Background: an optimization exercise with open tools, aiming at small area, a short achievable clock period and few clock cycles per item. Do not read the settings as production practice. Only simulation tests tie the RTL to the original design; equivalence was not proved. Power is estimated from default activity; no workload was simulated.

== exp/tundra ==
==> flow/design.v (excerpt) <==
module madd_pipeline #(parameter data_width = 16, parameter n_blocks = 256, parameter full_width = 2 * data_width + 8, parameter n_channels = 16)
	(
		input wire clk,
		input wire reset,
		input wire enable,
		input  wire in_valid,
		output wire in_ready,
		output wire out_valid,
		input  wire out_ready,
		input  wire [$clog2(n_blocks) - 1 : 0] block_in,
		output wire [$clog2(n_blocks) - 1 : 0] block_out,
		input wire [4:0] shift,
		input wire shift_disable,
		input wire signedness,
		input wire saturate_disable,
		input wire signed [data_width - 1 : 0] arg_a_in,
		input wire signed [data_width - 1 : 0] arg_b_in,
		input wire signed [data_width - 1 : 0] arg_c_in,
		output wire signed [full_width - 1 : 0] result_out,
		input  wire [ch_addr_w - 1 : 0] dest_in,
		output wire [ch_addr_w - 1 : 0] dest_out,
		input  wire [4 - 1 : 0] commit_id_in,
		output wire [4 - 1 : 0] commit_id_out,
		input wire commit_flag_in,
		output wire commit_flag_out
	);
Size in the first run: ~2000 cells after synthesis, roughly 97 flip-flops, roughly 15000 µm² of cells after synthesis.
export LEC_CHECK = 0
export ABC_AREA = 1
export CAP_MARGIN = 20
export CORE_MARGIN = 2
export CORE_UTILIZATION = 40
export SETUP_SLACK_MARGIN = 2.0
export SLEW_MARGIN = 20
create_clock -name core_clock -period 7.5 [get_ports {clk}]
standard.sh (not shown) runs the stock make flow with config.mk's settings and CLKGATE_MAP_FILE= SYNTH_SCRIPT=/design/flow/synth_recipe.tcl, a recipe that flattens the netlist after the stock synthesis.
==> flow/flow/run.sh <==
#!/bin/bash
# Own layout flow: the standard flow (standard.sh) with a few extra ORFS
# make variables, read one per line from flow/extra.mk. By default the port
# buffers that buffer_ports inserts are plain buf_2 cells (buffer_ports
# otherwise picks clkdlybuf4s50_1, a slow 10 um2 delay cell).
# The full output of the flow goes to flow_standard.log in this folder; each
# ORFS step keeps its own log under orfs/logs/.
set -euo pipefail
cd "$(dirname "$0")/.."
EXTRA=()
PORTBUF="BUFFER_PORTS_ARGS=-buffer_cell sky130_fd_sc_hd__buf_2"
if [[ -f flow/extra.mk ]]; then
  while IFS= read -r line; do
    [[ -z "$line" || "$line" == \#* ]] && continue
    if [[ "$line" == BUFFER_PORTS_ARGS=* ]]; then PORTBUF="$line"; continue; fi
    EXTRA+=("$line")
  done < flow/extra.mk
fi
bash standard.sh "$PORTBUF" ${EXTRA[@]+"${EXTRA[@]}"} finish > flow_standard.log 2>&1
Testbench counts of exp/tundra, summed over its fixed seeds: cycles 24,008, items 24,000.
#### Input delta (exp/xenon over exp/tundra)
==> flow/flow/extra.mk (new file) <==
BUFFER_PORTS_ARGS=-buffer_cell sky130_fd_sc_hd__buf_1
[summary]
- Routed wire in exp/xenon totals less than in exp/tundra.
- exp/xenon finished end to end and its layout was clean on timing, DRC and antenna.
- Post-CTS clock slew at the launch and capture registers of the worst setup and hold paths: exp/tundra vs exp/xenon — no meaningful difference
- From exp/tundra to exp/xenon the numbers moved as follows: remaining max-slew budget at the tightest pin higher; post-route clock period utilization lower; synthesis-to-layout area growth higher.
The inputs of exp/lagoon differ from those of exp/xenon as listed below.
==> flow/flow/extra.mk <==
SYNTH_ARGS=-noabc
==> notes.md <==
- Diff exp/xenon -> exp/lagoon | multi-input combinational cell area | increase of about 5%
- Of exp/lagoon and exp/xenon, exp/xenon shows the lower global-route usage, with exp/lagoon above it.
- When the final numbers for exp/lagoon and exp/xenon were put side by side, the number of non-clock inverters turned out to be greater in exp/xenon.
- There was hardly any difference in final area between exp/xenon and exp/lagoon.
- Diff exp/xenon -> exp/lagoon: post-synthesis cell area went down by 3.4%; cell count went down by 7.9%.
- exp/xenon and exp/lagoon ended up with roughly the same number of buffers added on ports.
- The wire length of exp/lagoon falls short of that of exp/xenon by about 0.7%.
- The worst slew margin relative to its limit of exp/lagoon is lower than that of exp/xenon.
- In summary, exp/lagoon completed successfully, with a layout that passed the timing, design-rule and antenna checks.
Edits applied to the flow inputs when going from exp/lagoon to exp/nickel:
Settings: a change of CORE_UTILIZATION from 40 to 42.
removed: flow/flow/extra.mk
[summary]
- Sequential share of layout area delta (exp/lagoon -> exp/nickel): insignificant
- The floorplan die area in exp/nickel sits 1.4% below the value recorded for exp/lagoon.
- The combinational cell fraction of total power number comes out lower for exp/nickel vs exp/lagoon.
- exp/lagoon -> exp/nickel: number of clock sinks delta 0, exact match

-- separate check: timing with driven ports --
The results above use ideal ports. As a check the final layouts listed here were re-extracted and re-timed, cells and wires unchanged. Step 1, drivers: a clkbuf_16 drives clk and a buf_2 each remaining input, both assumed. Step 2 also shifts input and output timing later by t, the mid clock arrival at the registers, as if the neighbouring blocks saw the same clock. a / b / c = ideal / step 1 / step 2; a / b = the first two.
run	shift t [ns]	slack for setup (ns)	worst data-port slew with drivers (ns)
exp/tundra	0.390	2.121 / 2.129 / 1.739	0.05
exp/xenon	0.399	2.143 / 2.166 / 1.767	0.05
exp/lagoon	0.408	2.128 / 2.131 / 1.733	0.06
exp/nickel	0.390	2.175 / 2.185 / 1.796	0.06
After both steps every run listed still meets setup and hold. The setup slack of exp/lagoon, which loses most, moves by +0.003 ns with the drivers and by -0.395 ns with both steps.
